Background: an optimization exercise with open tools, aiming at small area, a short achievable clock period and few clock cycles. Do not read the settings as production practice. Only simulation tests tie the RTL to the original design; equivalence was not proved.

## flow/design.v (module list and top-level ports; edited modules follow where they fit)
// module CVAE_top: 534 lines
// module mul_tree: 1859 lines
module CVAE_top #(
    parameter ADDR_WIDTH = 16,
    parameter DATA_WIDTH = 32
)(
    input wire clk,
    input wire rst_n,
    input wire start,
    output reg finish,
    input wire [DATA_WIDTH-1:0] init_data,
    output reg sram_state_wea,
    output reg [ADDR_WIDTH-1:0] sram_state_addr,
    output wire [DATA_WIDTH-1:0] sram_state_wdata,
    output reg [ADDR_WIDTH-1:0] sram_weight_addr,
    input wire [DATA_WIDTH-1:0] sram_weight_rdata,
    output reg [ADDR_WIDTH-1:0] sram_bias_addr,
    input wire [DATA_WIDTH-1:0] sram_bias_rdata,
    output reg [5:0] seq_lens
);
  // ...
==> flow/flow/run.sh <==
#!/bin/bash
# Standard layout (the standard.sh, all steps unchanged) with a larger
# setup-slack target for the resizer's repair_timing passes, so that it
# works on paths well inside the clock period. The SDC is not touched.
set -euo pipefail
bash standard.sh SETUP_SLACK_MARGIN=9.1 finish > standard_make.log 2>&1
==> flow/standard.sh <==
#!/bin/bash
# synth_recipe.tcl (not shown) runs the flow's synth.tcl, then flattens the netlist and writes it again
# the make line also repeats each setting of config.mk as NAME=value (left out here)
make -C /OpenROAD-flow-scripts/flow DESIGN_CONFIG=/design/flow/config.mk WORK_HOME=/design/flow/orfs CLKGATE_MAP_FILE= SYNTH_SCRIPT=/design/flow/synth_recipe.tcl "${@:-finish}"
==> flow/config.mk <==
export PLATFORM = sky130hd
export DESIGN_NAME = CVAE_top
export DESIGN_NICKNAME = CVAE_top
export VERILOG_FILES = /design/flow/design.v
export SDC_FILE = /design/flow/constraint.sdc
export NUM_CORES = 8
export LEC_CHECK = 0
export ABC_AREA = 1
export CAP_MARGIN = 20
export CORE_MARGIN = 2
export CORE_UTILIZATION = 40
export CTS_CLUSTER_DIAMETER = 60
export CTS_CLUSTER_SIZE = 24
export SLEW_MARGIN = 20
==> flow/constraint.sdc <==
create_clock -name core_clock -period 13.0 [get_ports {clk}]
set_input_delay 2.6000 -clock core_clock [delete_from_list [all_inputs] [get_ports {clk}]]
set_output_delay 2.6000 -clock core_clock [all_outputs]
set_load 0.01 [all_outputs]
==> impl_results.md, run 1 <==
- Cell area after layout: 136,700 sq um
- Final nets: 12,460
- DRC violations left: 0
- Final worst setup slack: 8856 ps
- DRT met1 WL: 160,200 um
- GRT overflow: 0
- Slowest Stage Delay on Critical Path: 450 ps
- Critical Path End: sram_state_addr[10]
- FMAX: 0.2413 GHz
- CTS tree: yes
- Port bufs: 178
- Synth area leaders: dfxtp_1 (53%), fa_1 (8.3%), edfxtp_1 (5.3%)
- Post-Synth Adder-Cell Area: 0.1124
- CTS sink cnt: 3,378
- I/O pins: 187
- Vias in the first global route: 81,318
- Delay-heaviest family, CP: flip-flops
- Placed Cells: 15,187
- Yosys cell types: 71
- M2 GR Usage: 0.3910
- Synth area leader: dfxtp_1
- Most frequent cells in the layout: dfxtp_1 (3,076), nand2_1 (1,382), inv_1 (1,206)
- Status: complete, no violations
- Dpl ws: 7893 ps
- Num CTS Buffers: 217
- Number of flops mapped to enable cells by yosys: 210
- Sequential cell area share: 0.5112
- ANT nets after route: 0
- Compound-Gate Fraction of Synth Area: 0.1015
- Commonest cells in the synthesized netlist: dfxtp_1 (3,168), nand2_1 (1,429), inv_1 (1,261), xor2_1 (627), nor2_1 (583)
- Area occupied by multi-input gates: 45,070 sq um
- Die height: 551.8 um
- First-pass GRT wire length: 555,100 um
- Critical Path Sink Type: primary output
- Critical Path Source: sram_state_addr[10]
- R2R Setup Slk: 8900 ps
Testbench counts, summed over its fixed seeds: cycles 9,131,180.
==> run 2, diff against run 1 <==
==> flow/flow/run.sh (replaced) <==
#!/bin/bash
# Standard layout (the standard.sh, all steps unchanged) with a larger
# setup-slack target for the resizer's repair_timing passes, so that it
# works on paths well inside the clock period. The SDC is not touched.
set -euo pipefail
bash standard.sh SETUP_SLACK_MARGIN=8.9 finish > standard_make.log 2>&1
--- a/flow/config.mk
+++ b/flow/config.mk
@@ -6,9 +6,9 @@
 export NUM_CORES = 8
 export LEC_CHECK = 0
 export ABC_AREA = 1
-export CAP_MARGIN = 20
+export CAP_MARGIN = 5
 export CORE_MARGIN = 2
 export CORE_UTILIZATION = 40
 export CTS_CLUSTER_DIAMETER = 60
 export CTS_CLUSTER_SIZE = 24
-export SLEW_MARGIN = 20
+export SLEW_MARGIN = 5
==> run 2 against run 1 <==
Highest routed layer unchanged. Die area stayed put. Cell area is 1.4% lower. Via count hardly changed. First-iteration DRC count is 5.3% lower. Setup slack better by 6.3 ps. Non-clock buffer count is 52 lower.
==> impl_results.md, run 2 <==
- Post-synth top flop: dfxtp_1
- Number of flops mapped to enable cells by yosys: 210 (unchanged)
- Period utilization: 0.3183
- FMAX: 0.2417 GHz (+0.15%)
- ANT nets after route: 0 (unchanged)
- Sequential area share after synthesis: 0.5810
- Top flop regs: ha: 1024 flops, hb: 1024 flops, xr: 608 flops
- Num CTS Buffers: 222 (+2.3%)
- Final Critical Period: 4138 ps
- Synth area leader: dfxtp_1
- Port bufs: 178 (unchanged)
- Syn avg cell area: 10.52 sq um
- Area Overhead vs Synth: 12.27%
- Slowest Stage Delay on Critical Path: 440 ps (about the same)
- Placer Congestion: 0.9963
- Share of cells above drive strength 1: 0.09004
- Tot GR Track Use: 0.2500
- Critical Path Source: sram_state_addr[2]
- Worst Path Max Fanout: 3
- Hold Slack: 289.5 ps
- Final nets: 12,411 (-0.39%)
- Post-synth ARST share: 0
- Commonest cells in the synthesized netlist: dfxtp_1 (3,168), nand2_1 (1,429), inv_1 (1,261), xor2_1 (627), nor2_1 (583)
- Synth area leaders: dfxtp_1 (53%), fa_1 (8.3%), edfxtp_1 (5.3%)
- DRC violations left: 0 (unchanged)
- Initial antenna violation count: 8
- Die Area: 304,400 sq um
- Worst reg2reg path startpoint: pS[13]
- Yosys cell types: 71 (unchanged)
- Skew-Pair Late Insertion Delay: 930 ps
- GRT overflow: 0 (unchanged)
- Number of placement rows: 201
- I/O pins: 187 (unchanged)
- Worst-path cell chain: buf_2
- Pin count of the biggest net entering global routing: 74
- Setup Viol. Count Final: 0
- Initial cell density of the core: 0.4010
- Register area: 69,830 sq um
- Delay-heaviest family, CP: flip-flops
- Core area: 299,300 sq um
- Max cap viols: 0
- Slowest-stage cell, CP: edfxtp_1
- Initial DRT Pass Iterations: 10
- Arrival @ worst endpoint: 1540 ps
- Cell count after synthesis: 11,412
- RSZ-0062 raised after global routing: yes
- CTS clk-pin slew, worst paths: 90 ps
- Total wire length: 388,100 um
- Hpwl dp: 278,000 um
- Placed Cells: 15,186 (-0.0066%)
- Die width: 551.8 um
- Crit Path Class: reg2out
- Yosys reg bits: 3,378
- Initial drt markers: 8,083
- Most frequent cells in the layout: dfxtp_1 (3,103), nand2_1 (1,410), inv_1 (1,210)
- Share of the synthesized area in the top cell type: 0.5285
- Vias in the first global route: 81,393 (+0.092%)
- Root buf cell: clkbuf_16
- Final Slew Violations: 0
- Worst path required time: 10,400 ps
- Fin. Hold Viols: 0
- CTS sink cnt: 3,378 (unchanged)
- Critical path buffers and inverters: 1
- Commonest non-fill, non-tap cell in the layout: dfxtp_1
- YS warnings: 1
- CTS tree: yes
- Worst Min Path Start: xr[427]
- Setup tns final: 0 ps
- Fillers: 27,996
- Slew margin rel.: 0.1886
- First-pass GRT wire length: 557,400 um (+0.40%)
- Critical Path Sink Type: primary output
- Post-Layout Cell Count: 15,620
- Crit start category: flip-flop
- Die height: 551.8 um (unchanged)
- Worst slew pin tran: 1217 ps
- Routed WL per cell: 24.85 um
- Synthesized cell area: 120,000 sq um
- CTS Buffer Depth: 4
- Clk_skew: 74.08 ps
- Vias: 82,105
- Worst hold path class: reg2reg
- Count leader, synth: dfxtp_1
- Area occupied by multi-input gates: 44,280 sq um (-1.7%)
- DR vias/cell: 5.256
- Status: complete, no violations
- H-tree levels: 4
[run 2: layout make-up]
cell class                 instances  area share
sequential                      3378      0.5183
multi-input combinational       6226      0.3286
clock buffer                     237     0.04210
inverter                        1307     0.03728
tap                             3958     0.03675
timing repair buffer             397     0.02566
clock inverter                   105     0.01106
antenna                           11   0.0002043
timing repair inverter             1  0.00005571
[run 2: cells by family (layout without fill, tap and decap cells)]
kind of cell / after synthesis / in the layout / synth area share
compound gates: 2054 / 2054 / 0.1015
xor+xnor: 676 / 676 / 0.04946
fa+ha+maj: 779 / 779 / 0.1124
buf+inv: 1816 / 2047 / 0.05874
flops: 3378 / 3378 / 0.5810
mux: 37 / 37 / 0.003086
other cells: 1 / 19 / 0.00003125
simple gates: 2671 / 2672 / 0.09373
[run 2: worst paths after layout]
path                             end  slack [ps]  cells past startpoint
setup reg to reg               H[28]        8900                     24
hold / removal               xr[395]         290                      0
hold reg to reg              xr[395]         290                      0
setup / recovery  sram_state_addr[2]        8860                      1
[run 2: layer usage]
layer,up-vias,routed length (um),GRT usage
met5,-,13,0
li1,37322,-,-
met3,1070,35150,0.06015
met1,39765,157400,0.3203
met4,2,24240,0.1279
met2,3946,171300,0.3929
[run 2: timing repair]
item | in CTS | in global routing
gates resized for setup | 561 | 216
buffers inserted | 52 | 24
pin swaps | 21 | 29
setup endpoints to repair | 332 | 176
hold buffers | 0 | 0
cloned | 4 | 1
[run 2: through the flow]
| stage | worst slack [ps] | utilization | cell area (sq um) |
|---|---|---|---|
| global route | 8779 | 0.4501 | 134700 |
| finish | 8862 | 0.4502 | 134700 |
| floorplan | 9076 | - | 120000 |
| global placement | 7383 | 0.4202 | 125700 |
| CTS | 8764 | 0.4470 | 133800 |
| detailed placement | 7270 | 0.4202 | 125700 |
==> run 3, diff against run 2 <==
--- a/flow/config.mk
+++ b/flow/config.mk
@@ -6,9 +6,9 @@
 export NUM_CORES = 8
 export LEC_CHECK = 0
 export ABC_AREA = 1
-export CAP_MARGIN = 5
+export CAP_MARGIN = 20
 export CORE_MARGIN = 2
-export CORE_UTILIZATION = 40
+export CORE_UTILIZATION = 30
 export CTS_CLUSTER_DIAMETER = 60
 export CTS_CLUSTER_SIZE = 24
-export SLEW_MARGIN = 5
+export SLEW_MARGIN = 20
==> run 3 against run 2 <==
Sequential share of layout area fell by 0.55 points. Cell area grew 1.1%. Register-to-register slack worse by 110 ps. Via count is 1.3% lower. Clock-buffer cell count decreased by 2. Synthesized cell count did not move. Cell count grew 8.3%. Area after synthesis did not move.
==> impl_results.md, run 3 <==
- Crit Path Class: reg2reg
- Count leader, synth: dfxtp_1
- Hold Buf Count CTS: 0 (unchanged)
- Vias: 81,065 (-1.3%)
- M2 GR Usage: 0.2570 (-0.1359)
- Hold-critical path depth: 0 (unchanged)
- Slew margin rel.: 0.3109 (+0.1223)
- Hpwl dp: 258,900 um (-6.9%)
- Share of the synthesized area in the top cell type: 0.5285 (unchanged)
- Critical Path Sink Type: flip-flop
- Worst reg2reg path startpoint: t4_sb
- Number of flops mapped to enable cells by yosys: 210 (unchanged)
- Sequential area share after synthesis: 0.5810 (unchanged)
- DR vias/cell: 4.792 (-8.8%)
- Worst path required time: 13,690 ps (+3290 ps)
- CP dominant cell by count: buf_6
- Clk_skew: 138.9 ps (+64.86 ps)
- CTS sink cnt: 3,378 (unchanged)
- Initial drt markers: 8,850 (+9.5%)
- Crit start category: flip-flop
- Arrival @ worst endpoint: 4900 ps (+3360 ps)
- Reg-to-Reg End: H[30]
- Synth area leaders: dfxtp_1 (53%), fa_1 (8.3%), edfxtp_1 (5.3%)
- Initial antenna violation count: 24 (+16)
- H-tree levels: 4 (unchanged)
- Skew-Pair Late Insertion Delay: 960 ps (+30 ps)
- GRT busiest layer: met2
- Worst Min Path Start: hb[976]
- Initial DRT Pass Iterations: 9 (-1)
- RSZ-0062 raised after global routing: yes
- Commonest cells in the synthesized netlist: dfxtp_1 (3,168), nand2_1 (1,429), inv_1 (1,261), xor2_1 (627), nor2_1 (583)
- YS warnings: 1 (unchanged)
- Yosys cell types: 71 (unchanged)
- Commonest non-fill, non-tap cell in the layout: dfxtp_1
- Port bufs: 178 (unchanged)
- CTS tree: yes
- Worst hold path class: reg2reg
- Post-synth ARST share: 0 (unchanged)
- Slowest-stage cell, CP: fa_1
- Tot GR Track Use: 0.1717 (-0.07832)
- GRT overflow: 0 (unchanged)
- Fillers: 40,202 (+44%)
- Core area: 398,800 sq um (+33%)
- Setup Viol. Count Final: 0 (unchanged)
- FMAX: 0.2376 GHz (-1.7%)
- Number of placement rows: 232 (+15%)
- Critical Path Source: t4_sb
- Top flop regs: ha: 1024 flops, hb: 1024 flops, xr: 608 flops
- Delay-heaviest family, CP: compound AO/OA/AOI/OAI gates
- Post-synth top flop: dfxtp_1
- Slowest Stage Delay on Critical Path: 510 ps (+70 ps)
- Vias in the first global route: 78,079 (-4.1%)
- CTS clk-pin slew, worst paths: 90 ps (about the same)
- Syn avg cell area: 10.52 sq um (unchanged)
- Routed WL per cell: 21.29 um (-14%)
- Most frequent cells in the layout: dfxtp_1 (3,106), nand2_1 (1,412), inv_1 (1,208)
- Max cap viols: 0 (unchanged)
- Global Route met1 Usage: 0.2249 (-0.09544)
- Period utilization: 0.3237 (+0.005404)
- Fin. Hold Viols: 0 (unchanged)
- Met3 usage: 0.04367 (-0.01648)
- Share of cells above drive strength 1: 0.08562 (-0.004417)
- CTS Buffer Depth: 4 (unchanged)
- Initial cell density of the core: 0.3009 (-0.1001)
- Area Overhead vs Synth: 13.47%
- Status: complete, no violations
- Pin count of the biggest net entering global routing: 68 (-8.1%)
- R2r worst-path depth: 16 (-33%)
- Synth area leader: dfxtp_1
- Critical path buffers and inverters: 6 (+5)
- Placer Congestion: 1.002 (+0.57%)
- ANT nets after route: 0 (unchanged)
- DRC violations left: 0 (unchanged)
- Root buf cell: clkbuf_16
- I/O pins: 187 (unchanged)
- Yosys reg bits: 3,378 (unchanged)
- Die width: 636.5 um (+15%)
- Final nets: 12,401 (-0.081%)
- First-pass GRT wire length: 520,300 um (-6.7%)
- Total wire length: 360,100 um (-7.2%)
- Final Slew Violations: 0 (unchanged)
- R2R Setup Slk: 8790 ps (-110 ps)
- Num CTS Buffers: 217 (-2.3%)
- Synthesized cell area: 120,000 sq um (unchanged)
- Die Area: 405,100 sq um (+33%)
- Final Critical Period: 4208 ps (+70.25 ps)
- Worst hold endpoint: hb[944]
- Die height: 636.5 um (+15%)
- Worst-path cell chain: buf_6, clkinvlp_4, buf_4, o21ai_1, fa_1, ha_1, inv_1, o21bai_1, nor2_1, o21ai_1, a21oi_4, buf_6, buf_6, o21ai_4, nand2_2, and2_4
- Worst slew pin tran: 1032 ps (-184.8 ps)
- Setup tns final: 0 ps (unchanged)
- Worst Path Max Fanout: 13 (+10)
- Cell count after synthesis: 11,412 (unchanged)
[run 3: cell counts after synthesis]
Identical to the previous run, type by type.
[run 3: metrics by stage]
step,std cells,utilization,hold WS [ps],setup slack (ps),cell area (sq um)
4_1_cts,16872,0.3389,256.8,8734,135200
3_3_place_gp,16496,0.3195,309.5,7743,127400
6_report,16917,0.3414,261.3,8792,136200
5_1_grt,16899,0.3413,258.4,8748,136100
3_5_place_dp,16496,0.3195,312.1,7689,127400
2_1_floorplan,11419,-,309.6,9076,120000
[run 3: repair_timing]
item | in CTS | in global routing
gates resized for setup | 554 | 225
cloned | 1 | 3
setup buffers | 46 | 23
endpoints found under the setup margin | 341 | 187
pin swaps | 14 | 23
[run 3: worst max path at each step]
stage                                endpoint  cells after the start
after floorplan                         A[28]                     20
after global placement                 cy[31]                     23
after detailed placement               cy[31]                     20
after CTS                 sram_state_addr[12]                      1
after global routing                    B[18]                     22
final                                   H[30]                     16
[run 3: layer usage]
layer | vias to the layer above | share of wire
met1 | 38745 | 0.42
met5 | - | 0.000094
met4 | 4 | 0.067
met2 | 3954 | 0.42
li1 | 37314 | -
met3 | 1048 | 0.096
[run 3: cell families (layout without fill, tap and decap cells)]
group / Yosys count / count (layout) / share of synthesized area
flip-flops: 3378 / 3378 / 0.5810
AND/OR/NAND/NOR: 2671 / 2672 / 0.09373
AO/OA/AOI/OAI: 2054 / 2054 / 0.1015
buffers and inverters: 1816 / 2029 / 0.05874
adder cells (fa/ha/maj): 779 / 779 / 0.1124
XOR/XNOR: 676 / 676 / 0.04946
multiplexers: 37 / 37 / 0.003086
other: 1 / 27 / 0.00003125
[run 3: final cells by class]
cell class | instances | area (sq um) | share of cell area
antenna | 19 | 47.55 | 0.0003491
clock buffer | 235 | 5562 | 0.04084
clock inverter | 94 | 1535 | 0.01127
inverter | 1307 | 5020 | 0.03686
multi-input combinational | 6226 | 44040 | 0.3234
sequential | 3378 | 69830 | 0.5128
tap | 5265 | 6588 | 0.04837
timing repair buffer | 391 | 3546 | 0.02604
timing repair inverter | 2 | 12.51 | 0.00009188
==> run 4, diff against run 3 <==
--- a/flow/config.mk
+++ b/flow/config.mk
@@ -8,7 +8,8 @@
 export ABC_AREA = 1
 export CAP_MARGIN = 20
 export CORE_MARGIN = 2
-export CORE_UTILIZATION = 30
+export CORE_UTILIZATION = 40
 export CTS_CLUSTER_DIAMETER = 60
 export CTS_CLUSTER_SIZE = 24
+export PLACE_DENSITY = 0.5
 export SLEW_MARGIN = 20
==> run 4 against run 3 <==
Cell area is 0.31% lower. Hold slack got worse by 9.4 ps. Core utilization rose by 11 points. Still clean on timing, DRC and antenna. Sequential share of layout area is 0.16 points higher. Maximum frequency is 2.3% higher. First-iteration DRC count down 9.9%. Setup slack better by 95 ps. Global-route usage increased by 8.6 points. Critical endpoint is now H[28]. Die area fell by 25%. Area after synthesis is the same. Flip-flop and latch count did not move.
==> impl_results.md, run 4 <==
- Commonest cells in the synthesized netlist: dfxtp_1 (3,168), nand2_1 (1,429), inv_1 (1,261), xor2_1 (627), nor2_1 (583)
- Tot GR Track Use: 0.2579 (+0.08622)
- Yosys cell types: 71 (unchanged)
- CTS sink cnt: 3,378 (unchanged)
- Share of the synthesized area in the top cell type: 0.5285 (unchanged)
- Port bufs: 178 (unchanged)
- First-pass GRT wire length: 570,800 um (+9.7%)
- Slew margin rel.: 0.07176 (-0.2391)
- Core area: 299,300 sq um (-25%)
- ANT nets after route: 0 (unchanged)
- Fin. Hold Viols: 0 (unchanged)
- Placer Congestion: 0.9640 (-3.8%)
- Hpwl dp: 286,200 um (+11%)
- Top flop regs: ha: 1024 flops, hb: 1024 flops, xr: 608 flops
- Critical Path Sink Type: flip-flop
- Final Critical Period: 4113 ps (-95.06 ps)
- Synthesized cell area: 120,000 sq um (unchanged)
- Period utilization: 0.3164 (-0.007312)
- Number of flops mapped to enable cells by yosys: 210 (unchanged)
- Cell count after synthesis: 11,412 (unchanged)
- Yosys reg bits: 3,378 (unchanged)
- Arrival @ worst endpoint: 4790 ps (-110 ps)
- Final nets: 12,428 (+0.22%)
- Area Overhead vs Synth: 13.12%
- Clk_skew: 97.93 ps (-41.01 ps)
- H-tree levels: 4 (unchanged)
- CTS tree: yes
- Root buf cell: clkbuf_16
- Routed WL per cell: 25.51 um (+20%)
- Critical Path Source: pS[13]
- Worst slew pin tran: 1378 ps (+345.6 ps)
- Num CTS Buffers: 234 (+7.8%)
- FMAX: 0.2431 GHz (+2.3%)
- DR vias/cell: 5.232 (+9.2%)
- Commonest non-fill, non-tap cell in the layout: dfxtp_1
- Synth area leaders: dfxtp_1 (53%), fa_1 (8.3%), edfxtp_1 (5.3%)
- Post-synth ARST share: 0 (unchanged)
- Initial DRT Pass Iterations: 6 (-3)
- Setup Viol. Count Final: 0 (unchanged)
- Worst Path Max Fanout: 4 (-9)
- Die Area: 304,400 sq um (-25%)
- Vias in the first global route: 80,553 (+3.2%)
- Setup tns final: 0 ps (unchanged)
- Area occupied by multi-input gates: 44,300 sq um (+0.59%)
- Vias: 81,910 (+1.0%)
- Cell area after layout: 135,800 sq um (-0.31%)
- GRT overflow: 0 (unchanged)
- Worst reg2reg path startpoint: pS[13]
- Crit Path Class: reg2reg
- YS warnings: 1 (unchanged)
- Initial antenna violation count: 19 (-21%)
- Worst path required time: 13,680 ps (about the same)
- Skew-Pair Late Insertion Delay: 950 ps (about the same)
- Initial cell density of the core: 0.4010 (+0.1001)
- CTS Buffer Depth: 4 (unchanged)
- Sequential area share after synthesis: 0.5810 (unchanged)
- Die width: 551.8 um (-13%)
- R2R Setup Slk: 8890 ps (+100 ps)
- Pin count of the biggest net entering global routing: 74 (+8.8%)
- RSZ-0062 raised after global routing: yes
- Fillers: 28,106 (-30%)
- CTS clk-pin slew, worst paths: 90 ps (about the same)
- Hold Buf Count CTS: 0 (unchanged)
- Worst hold path class: reg2reg
- Max cap viols: 0 (unchanged)
- R2r worst-path depth: 24 (+8)
- Reg-to-Reg End: H[28]
- Placed Area: 125,800 sq um (-1.3%)
- Syn avg cell area: 10.52 sq um (unchanged)
- DRC violations left: 0 (unchanged)
- Share of cells above drive strength 1: 0.09299 (+0.007375)
- Count leader, synth: dfxtp_1
- Initial drt markers: 7,973 (-9.9%)
- Number of placement rows: 201 (-13%)
- Die height: 551.8 um (-13%)
- Most frequent cells in the layout: dfxtp_1 (3,107), nand2_1 (1,408), inv_1 (1,205)
- Status: complete, no violations
- Post-synth top flop: dfxtp_1
- Crit start category: flip-flop
- I/O pins: 187 (unchanged)
- Final Slew Violations: 0 (unchanged)
- Total wire length: 399,400 um (+11%)
- Critical Path End: H[28]
- Register area: 69,830 sq um (about the same)
- Synth area leader: dfxtp_1
==> run 4: cell counts after synthesis <==
No cell type changed its count.
==> run 4: area by class of cell <==
cell class	count	area share
flip-flops and latches	3378	0.5144
multi-input cells	6226	0.3263
clock buffers	256	0.04480
inverters	1307	0.03692
well taps	3958	0.03648
repair buffers	399	0.02715
clock inverters	119	0.01357
diodes	10	0.0001843
repair inverters	4	0.0001659
==> run 4: logic make-up after synthesis <==
group / Yosys count / synth area share
flip-flops: 3378 / 0.5810
AND/OR/NAND/NOR: 2671 / 0.09373
AO/OA/AOI/OAI: 2054 / 0.1015
buffers and inverters: 1816 / 0.05874
adder cells (fa/ha/maj): 779 / 0.1124
XOR/XNOR: 676 / 0.04946
multiplexers: 37 / 0.003086
other: 1 / 0.00003125
==> run 4: routing by layer <==
metal / GRT usage / routed length, um / vias up
met3: 0.04993 / 32050 / 941
met2: 0.4047 / 177400 / 3563
li1: - / - / 37413
met5: 0.0006254 / 91 / -
met4: 0.1229 / 21280 / 14
met1: 0.3421 / 168600 / 39979
==> run 4: critical path: stages (launching register included) <==
cell,delay (ps)
dfxtp_2,320
inv_2,30
fa_1,520
inv_1,40
ha_1,260
a31o_2,150
a21oi_2,50
o21bai_1,150
a21oi_1,90
o21ai_1,130
nand3_1,120
nand2_4,190
ha_4,170
inv_2,30
fa_2,330
nand3b_1,180
nand2_2,120
a21oi_4,110
o21ai_4,210
nand2_2,100
nand2_4,140
nand3_2,100
nand2_1,90
nand2_1,60
and2_4,180
==> run 4: timing repair <==
item,in CTS,in global routing
cloned,4,5
setup endpoints to repair,302,174
buffers inserted,43,32
pin swaps,13,40
resized for setup,592,234
==> run 4: how the worst min path moves through the flow <==
stage | startpoint | endpoint | slack (ps) | cells after the start
2_1_floorplan | ha[32] | ha[0] | 310 | 0
3_3_place_gp | hb[293] | hb[261] | 310 | 0
3_5_place_dp | ha[294] | ha[262] | 310 | 0
4_1_cts | ha[273] | ha[241] | 230 | 0
5_1_grt | ha[777] | ha[745] | 260 | 0
6_report | ha[273] | ha[241] | 250 | 0
==> run 4: metrics by stage <==
step	util	instances	hold slack, ps	setup WS, ps
2_1_floorplan	-	11419	309.6	9076
3_3_place_gp	0.4202	15187	309.5	7568
3_5_place_dp	0.4203	15188	312.1	7740
4_1_cts	0.4496	15610	234.3	8748
5_1_grt	0.4535	15648	258.5	8657
6_report	0.4536	15657	251.9	8887
==> run 5, diff against run 4 <==
--- a/flow/config.mk
+++ b/flow/config.mk
@@ -11,5 +11,4 @@
 export CORE_UTILIZATION = 40
 export CTS_CLUSTER_DIAMETER = 60
 export CTS_CLUSTER_SIZE = 24
-export PLACE_DENSITY = 0.5
 export SLEW_MARGIN = 20
==> run 5 against run 4 <==
Still clean. Register-to-register slack is essentially flat. Cell count shrank 0.18%. Area after synthesis is the same. Synthesized cell count is the same. Hold slack gained 31 ps. Cell area shrank 0.67%. First-iteration DRC count grew 4.6%. Non-clock buffer count shrank 3. Critical path type unchanged. Highest routed layer unchanged.
==> impl_results.md, run 5 <==
- DRC violations left: 0 (unchanged)
- Die Area: 304,400 sq um (unchanged)
- Placed Area: 125,800 sq um (about the same)
- Sequential area share after synthesis: 0.5810 (unchanged)
- First-pass GRT wire length: 558,100 um (-2.2%)
- Final worst setup slack: 8883 ps (-3.600 ps)
- CTS clk-pin slew, worst paths: 90 ps (about the same)
- FMAX: 0.2429 GHz (about the same)
- Post-synth ARST share: 0 (unchanged)
- Max cap viols: 0 (unchanged)
- Core area: 299,300 sq um (unchanged)
- Initial drt markers: 8,342 (+4.6%)
- Initial antenna violation count: 14 (-5)
- Cell count after synthesis: 11,412 (unchanged)
- Worst path required time: 13,630 ps (-50 ps)
- Crit start category: flip-flop
- Share of cells above drive strength 1: 0.09076 (-0.002232)
- Reg-to-Reg End: H[7]
- Clk_skew: 78.47 ps (-19.46 ps)
- Num CTS Buffers: 225 (-3.8%)
- Commonest cells in the synthesized netlist: dfxtp_1 (3,168), nand2_1 (1,429), inv_1 (1,261), xor2_1 (627), nor2_1 (583)
- Synth area leader: dfxtp_1
- I/O pins: 187 (unchanged)
- Hpwl dp: 277,900 um (-2.9%)
- Placer Congestion: 0.9963 (+3.4%)
- ANT nets after route: 0 (unchanged)
- R2R Setup Slk: 8880 ps (about the same)
- Yosys cell types: 71 (unchanged)
- Die height: 551.8 um (unchanged)
- Yosys reg bits: 3,378 (unchanged)
- Crit Path Class: reg2reg
- Root buf cell: clkbuf_16
- Port bufs: 178 (unchanged)
- Post-synth top flop: dfxtp_1
- Setup tns final: 0 ps (unchanged)
- Final Critical Period: 4117 ps (+3.600 ps)
- Commonest non-fill, non-tap cell in the layout: dfxtp_1
- Fin. Hold Viols: 0 (unchanged)
- Tot GR Track Use: 0.2502 (-0.007731)
- Vias in the first global route: 81,367 (+1.0%)
- CTS Buffer Depth: 4 (unchanged)
- Critical Path Source: t4_sb
- Arrival @ worst endpoint: 4750 ps (-40 ps)
- Critical Path Sink Type: flip-flop
- Vias: 81,767 (-0.17%)
- Setup Viol. Count Final: 0 (unchanged)
- Status: complete, no violations
- Worst reg2reg path startpoint: t4_sb
- Initial cell density of the core: 0.4010 (unchanged)
- Number of placement rows: 201 (unchanged)
- Share of the synthesized area in the top cell type: 0.5285 (unchanged)
- Top flop regs: ha: 1024 flops, hb: 1024 flops, xr: 608 flops
- Dpl ws: 7758 ps (+18.13 ps)
- Initial DRT Pass Iterations: 6 (unchanged)
- Number of flops mapped to enable cells by yosys: 210 (unchanged)
- Worst hold path class: reg2reg
- Pin count of the biggest net entering global routing: 74 (unchanged)
- Skew-Pair Late Insertion Delay: 930 ps (-20 ps)
- Synthesized cell area: 120,000 sq um (unchanged)
- Final nets: 12,414 (-0.11%)
- Routed WL per cell: 24.84 um (-2.6%)
- Worst slew pin tran: 1127 ps (-251.2 ps)
- Period utilization: 0.3167 (about the same)
- GRT overflow: 0 (unchanged)
- Syn avg cell area: 10.52 sq um (unchanged)
- CTS tree: yes
- Critical Path End: H[7]
- Cell area after layout: 134,900 sq um (-0.67%)
- Count leader, synth: dfxtp_1
- RSZ-0062 raised after global routing: yes
- Fillers: 28,049 (-0.20%)
- Slew margin rel.: 0.2478 (+0.1761)
- Total wire length: 388,200 um (-2.8%)
- Finished Core Util: 0.4506 (-0.003023)
- Worst Path Max Fanout: 20 (+16)
- Die width: 551.8 um (unchanged)
- CTS sink cnt: 3,378 (unchanged)
- R2r worst-path depth: 12 (-50%)
- H-tree levels: 4 (unchanged)
- Synth area leaders: dfxtp_1 (53%), fa_1 (8.3%), edfxtp_1 (5.3%)
- DR vias/cell: 5.232 (about the same)
- Hold Buf Count CTS: 0 (unchanged)
- Final Slew Violations: 0 (unchanged)
- Most frequent cells in the layout: dfxtp_1 (3,104), nand2_1 (1,415), inv_1 (1,210)
- Area Overhead vs Synth: 12.37%
- YS warnings: 1 (unchanged)
run 5: cell types whose count changed in the layout (fill, tap and decap cells not counted), sizes merged:
cell,previous run,this run
clkinvlp,15,17
inv,1353,1329
buf,290,288
bufbuf,0,2
clkinv,54,61
bufinv,8,7
diode,10,14
clkbuf,264,251
clkdlybuf4s15,3,0
run 5: cells by family after synthesis:
kind of cell | Yosys count | share of synthesized area
adder cells (fa/ha/maj) | 779 | 0.1124
other | 1 | 0.00003125
multiplexers | 37 | 0.003086
AO/OA/AOI/OAI | 2054 | 0.1015
buffers and inverters | 1816 | 0.05874
XOR/XNOR | 676 | 0.04946
flip-flops | 3378 | 0.5810
AND/OR/NAND/NOR | 2671 | 0.09373
run 5: repair_timing:
| item | CTS | global route |
|---|---|---|
| gates cloned | 3 | 4 |
| resized for setup | 552 | 219 |
| setup endpoints to repair | 313 | 172 |
| buffers inserted | 45 | 28 |
| pin swaps | 20 | 31 |
run 5: metal layers:
metal,GRT usage,routed length (um),vias to the layer above
met5,0.001720,98,-
met4,0.1328,24810,10
met3,0.05786,34770,1043
met2,0.3913,170700,3946
met1,0.3216,157700,39446
li1,-,-,37322
run 5: cell type report:
| type | instances | area [sq um] | area share |
|---|---|---|---|
| inverter | 1307 | 5027 | 0.03728 |
| multi-input combinational | 6226 | 44290 | 0.3284 |
| sequential | 3378 | 69830 | 0.5178 |
| clock buffer | 243 | 5874 | 0.04356 |
| clock inverter | 105 | 1400 | 0.01038 |
| timing repair buffer | 396 | 3431 | 0.02544 |
| antenna | 14 | 35.03 | 0.0002598 |
| tap | 3958 | 4952 | 0.03672 |
| timing repair inverter | 2 | 12.51 | 0.00009278 |
run 5: worst max-delay path, cell delays in order, from the launching register on:
cell	delay, ps
dfxtp_1	320
buf_4	310
inv_1	90
buf_6	220
o21ai_2	390
fa_1	480
ha_1	420
a21oi_2	210
inv_1	50
a31oi_1	270
o31ai_4	170
xnor2_1	660
inv_1	180
run 5: worst min-delay path by stage:
stage | from | to | cells after the start
final | hb[426] | hb[394] | 0
after global routing | xr[555] | xr[523] | 0
after CTS | xr[555] | xr[523] | 0
after detailed placement | ha[133] | ha[101] | 0
after global placement | xr[377] | xr[345] | 0
after floorplan | ha[32] | ha[0] | 0
run 5: per-stage QoR:
stage,hold slack [ps],std cells
after floorplan,309.6,11419
after global placement,309.5,15186
after detailed placement,312.1,15186
after CTS,279.8,15582
after global routing,280.8,15616
final,283.3,15629
==> run 6, diff against run 5 <==
==> flow/flow/run.sh (replaced) <==
#!/bin/bash
# Standard layout (the standard.sh, all steps unchanged) with a larger
# setup-slack target for the resizer's repair_timing passes, so that it
# works on paths well inside the clock period, and a clock tree built
# without dummy balancing loads. The SDC is not touched.
set -euo pipefail
bash standard.sh SETUP_SLACK_MARGIN=8.9 \
  "CTS_ARGS=-sink_clustering_enable -repair_clock_nets -sink_clustering_size 24 -sink_clustering_max_diameter 60 -dont_use_dummy_load" \
  finish > standard_make.log 2>&1
==> run 6 against run 5 <==
Still clean on timing, DRC and antenna. Sequential share of layout area grew 0.62 points. Non-clock buffer count shrank 8. Setup slack worse by 42 ps. Flip-flop and latch count is the same. Critical path type unchanged. Critical endpoint is now A[7].
==> impl_results.md, run 6 <==
- Status: complete, no violations
- Num CTS Buffers: 225 (unchanged)
- Skew-Pair Late Insertion Delay: 920 ps (about the same)
- GRT overflow: 0 (unchanged)
- Placed Area: 125,800 sq um (unchanged)
- Vias in the first global route: 81,163 (-0.25%)
- Initial drt markers: 8,018 (-3.9%)
- Count leader, synth: dfxtp_1
- Arrival @ worst endpoint: 4760 ps (about the same)
- Die height: 551.8 um (unchanged)
- Die Area: 304,400 sq um (unchanged)
- Worst path required time: 13,600 ps (-30 ps)
- Vias: 81,624 (-0.17%)
- Dpl ws: 7758 ps (unchanged)
- Final Critical Period: 4159 ps (+42.33 ps)
- Routed WL per cell: 24.96 um (+0.51%)
- Synthesized cell area: 120,000 sq um (unchanged)
- Detail Route met2 WL: 171,000 um (+0.13%)
- Share of the synthesized area in the top cell type: 0.5285 (unchanged)
- Setup Viol. Count Final: 0 (unchanged)
- Hpwl dp: 277,900 um (unchanged)
- Commonest non-fill, non-tap cell in the layout: dfxtp_1
- Worst Path Max Fanout: 25 (+25%)
- Total wire length: 386,800 um (-0.36%)
- Crit start category: flip-flop
- Initial antenna violation count: 16 (+2)
- Slowest Stage Delay on Critical Path: 700 ps (+40 ps)
- Core area: 299,300 sq um (unchanged)
- Number of flops mapped to enable cells by yosys: 210 (unchanged)
- DRC violations left: 0 (unchanged)
- Hold Buf Count CTS: 0 (unchanged)
- FMAX: 0.2404 GHz (-1.0%)
- Critical Path Sink Type: flip-flop
- Share of cells above drive strength 1: 0.07991 (-0.01085)
- Worst-path cell chain: buf_4, clkinv_1, buf_12, o22ai_1, a21oi_1, o21ai_2, fa_1, ha_1, a21oi_2, inv_1, a31oi_1, o31ai_4, xnor2_1, inv_1
- I/O pins: 187 (unchanged)
- Final worst setup slack: 8841 ps (-42.33 ps)
- Pin count of the biggest net entering global routing: 74 (unchanged)
- Worst slew pin tran: 1127 ps (-0.03126 ps)
- YS warnings: 1 (unchanged)
- Top flop regs: ha: 1024 flops, hb: 1024 flops, xr: 608 flops
- Root buf cell: clkbuf_16
- First-pass GRT wire length: 556,800 um (-0.23%)
- CP dominant cell by count: inv_1
- Placer Congestion: 0.9963 (unchanged)
- Worst hold path class: reg2reg
- Synth area leaders: dfxtp_1 (53%), fa_1 (8.3%), edfxtp_1 (5.3%)
- Initial cell density of the core: 0.4010 (unchanged)
- Post-synth ARST share: 0 (unchanged)
- Cell count after synthesis: 11,412 (unchanged)
- Fillers: 28,141 (+0.33%)
- Post-Layout Cell Count: 15,494 (-0.86%)
- Most frequent cells in the layout: dfxtp_1 (3,109), nand2_1 (1,412), inv_1 (1,211)
- Top Layer Used: met5
- Slew margin rel.: 0.2456 (-0.002190)
- Slowest-stage cell, CP: xnor2_1
- Yosys reg bits: 3,378 (unchanged)
- DR vias/cell: 5.268 (+0.69%)
- Post-synth top flop: dfxtp_1
- Finished Core Util: 0.4452 (-0.005377)
- CTS tree: yes
- Area Overhead vs Synth: 11.03%
- DRT met1 WL: 157,300 um (-0.30%)
- Hold-critical path depth: 0 (unchanged)
- Yosys cell types: 71 (unchanged)
- Fin. Hold Viols: 0 (unchanged)
- Clk_skew: 135.3 ps (+56.85 ps)
- Final Slew Violations: 0 (unchanged)
- CTS sink cnt: 3,378 (unchanged)
- Met3 Wirelength: 34,150 um (-1.8%)
- Period utilization: 0.3199 (+0.003256)
- R2r worst-path depth: 14 (+2)
- Synth area leader: dfxtp_1
- Cell area after layout: 133,200 sq um (-1.2%)
- Placed Cells: 15,186 (unchanged)
- Setup tns final: 0 ps (unchanged)
- R2R Setup Slk: 8840 ps (-40 ps)
- Initial DRT Pass Iterations: 8 (+2)
- RSZ-0062 raised after global routing: yes
- Number of placement rows: 201 (unchanged)
- CTS clk-pin slew, worst paths: 80 ps (about the same)
- Commonest cells in the synthesized netlist: dfxtp_1 (3,168), nand2_1 (1,429), inv_1 (1,261), xor2_1 (627), nor2_1 (583)
- Max cap viols: 0 (unchanged)
- H-tree levels: 4 (unchanged)
- ANT nets after route: 0 (unchanged)
- Final nets: 12,405 (-0.072%)
- Die width: 551.8 um (unchanged)
- CTS Buffer Depth: 4 (unchanged)
- Tot GR Track Use: 0.2497 (-0.0004475)
- Sequential area share after synthesis: 0.5810 (unchanged)
- Crit Path Class: reg2reg
- Port bufs: 178 (unchanged)
- Syn avg cell area: 10.52 sq um (unchanged)
[run 6: cell count changes in the layout (fill, tap and decap cells not counted), sizes merged, moves of 6 or more]
cell,before,now
clkinvlp,17,11
clkbuf,251,234
inv,1329,1275
clkinv,61,22
bufinv,7,0
buf,288,257
clkdlybuf4s15,0,22
[run 6: final timing paths]
| path | from | end |
|---|---|---|
| worst max-delay path | t4_sh | A[7] |
| worst max register to register | t4_sh | A[7] |
| worst min register to register | xr[374] | xr[342] |
| worst min-delay path | xr[374] | xr[342] |
[run 6: through the flow]
step           hold WS (ps)
6_report              267.1
5_1_grt               258.2
4_1_cts               255.6
3_5_place_dp          312.1
3_3_place_gp          309.5
2_1_floorplan         309.6
[run 6: final cells by class]
| class | instances | area [sq um] | area share |
|---|---|---|---|
| inverters | 1307 | 5019 | 0.03766 |
| repair buffers | 388 | 3516 | 0.02639 |
| well taps | 3958 | 4952 | 0.03717 |
| flip-flops and latches | 3378 | 69820 | 0.5240 |
| repair inverters | 1 | 7.507 | 0.00005634 |
| clock buffers | 225 | 5630 | 0.04226 |
| multi-input cells | 6226 | 44270 | 0.3323 |
| diodes | 11 | 27.53 | 0.0002066 |
[run 6: cell families after synthesis]
| kind of cell | Yosys count | share of synthesized area |
|---|---|---|
| compound gates | 2054 | 0.1015 |
| other cells | 1 | 0.00003125 |
| simple gates | 2671 | 0.09373 |
| xor+xnor | 676 | 0.04946 |
| fa+ha+maj | 779 | 0.1124 |
| mux | 37 | 0.003086 |
| buf+inv | 1816 | 0.05874 |
| flops | 3378 | 0.5810 |
[run 6: worst max-delay path, delay by kind of cell (launching register included)]
| family | cells | cell delay (ps) |
|---|---|---|
| xor gates and xnor gates | 1 | 700 |
| adders and majority gates | 2 | 890 |
| buffers and inverters | 5 | 830 |
| AOI/OAI and AO/OA | 6 | 1090 |
| DFF | 1 | 310 |
[run 6: timing repair]
| action | CTS | global route |
|---|---|---|
| setup endpoints to repair | 311 | 162 |
| pin swaps | 21 | 32 |
| setup buffers | 52 | 14 |
| gates cloned | 4 | 1 |
| gates resized for setup | 519 | 222 |
[run 6: metal layers]
metal / track usage / vias to the layer above
met4: 0.1314 / 14
li1: - / 37149
met2: 0.3918 / 3941
met1: 0.3223 / 39494
met5: 0.001720 / -
met3: 0.05486 / 1026

what the ideal ports hide:
The results above use ideal ports. As a check the final layouts listed here were re-extracted and re-timed, cells and wires unchanged.
Step 1 (the two cells are an assumption about what drives the block):
set clk [get_ports {clk}]
set_driving_cell -lib_cell sky130_fd_sc_hd__clkbuf_16 $clk
set_driving_cell -lib_cell sky130_fd_sc_hd__buf_2 [delete_from_list [all_inputs] $clk]
Step 2 also shifts input and output timing later by t, the mid clock arrival at the registers, as if the neighbouring blocks saw the same clock.
a / b / c = ideal / step 1 / step 2; a / b = the first two.
| run | shift t [ns] | setup WS [ns] | worst setup path after step 2 | worst slew at a driven data input, ns | pins driven straight from the clock port |
|---|---|---|---|---|---|
| run 1 | 0.968 | 8.856 / 8.758 / 8.454 | input to register | 0.09 | 1 |
| run 2 | 1.002 | 8.862 / 8.756 / 8.273 | input to register | 0.09 | 1 |
| run 3 | 0.999 | 8.792 / 8.714 / 8.248 | input to register | 0.19 | 1 |
| run 4 | 1.002 | 8.887 / 8.785 / 8.300 | input to register | 0.08 | 1 |
| run 5 | 0.994 | 8.883 / 8.784 / 8.284 | input to register | 0.10 | 1 |
| run 6 | 0.965 | 8.841 / 8.813 / 8.276 | input to register | 0.11 | 1 |
After both steps setup and hold are still met in every run listed. For run 5, which loses most, drivers alone change the setup slack by -0.099 ns; drivers and shift together by -0.599 ns.
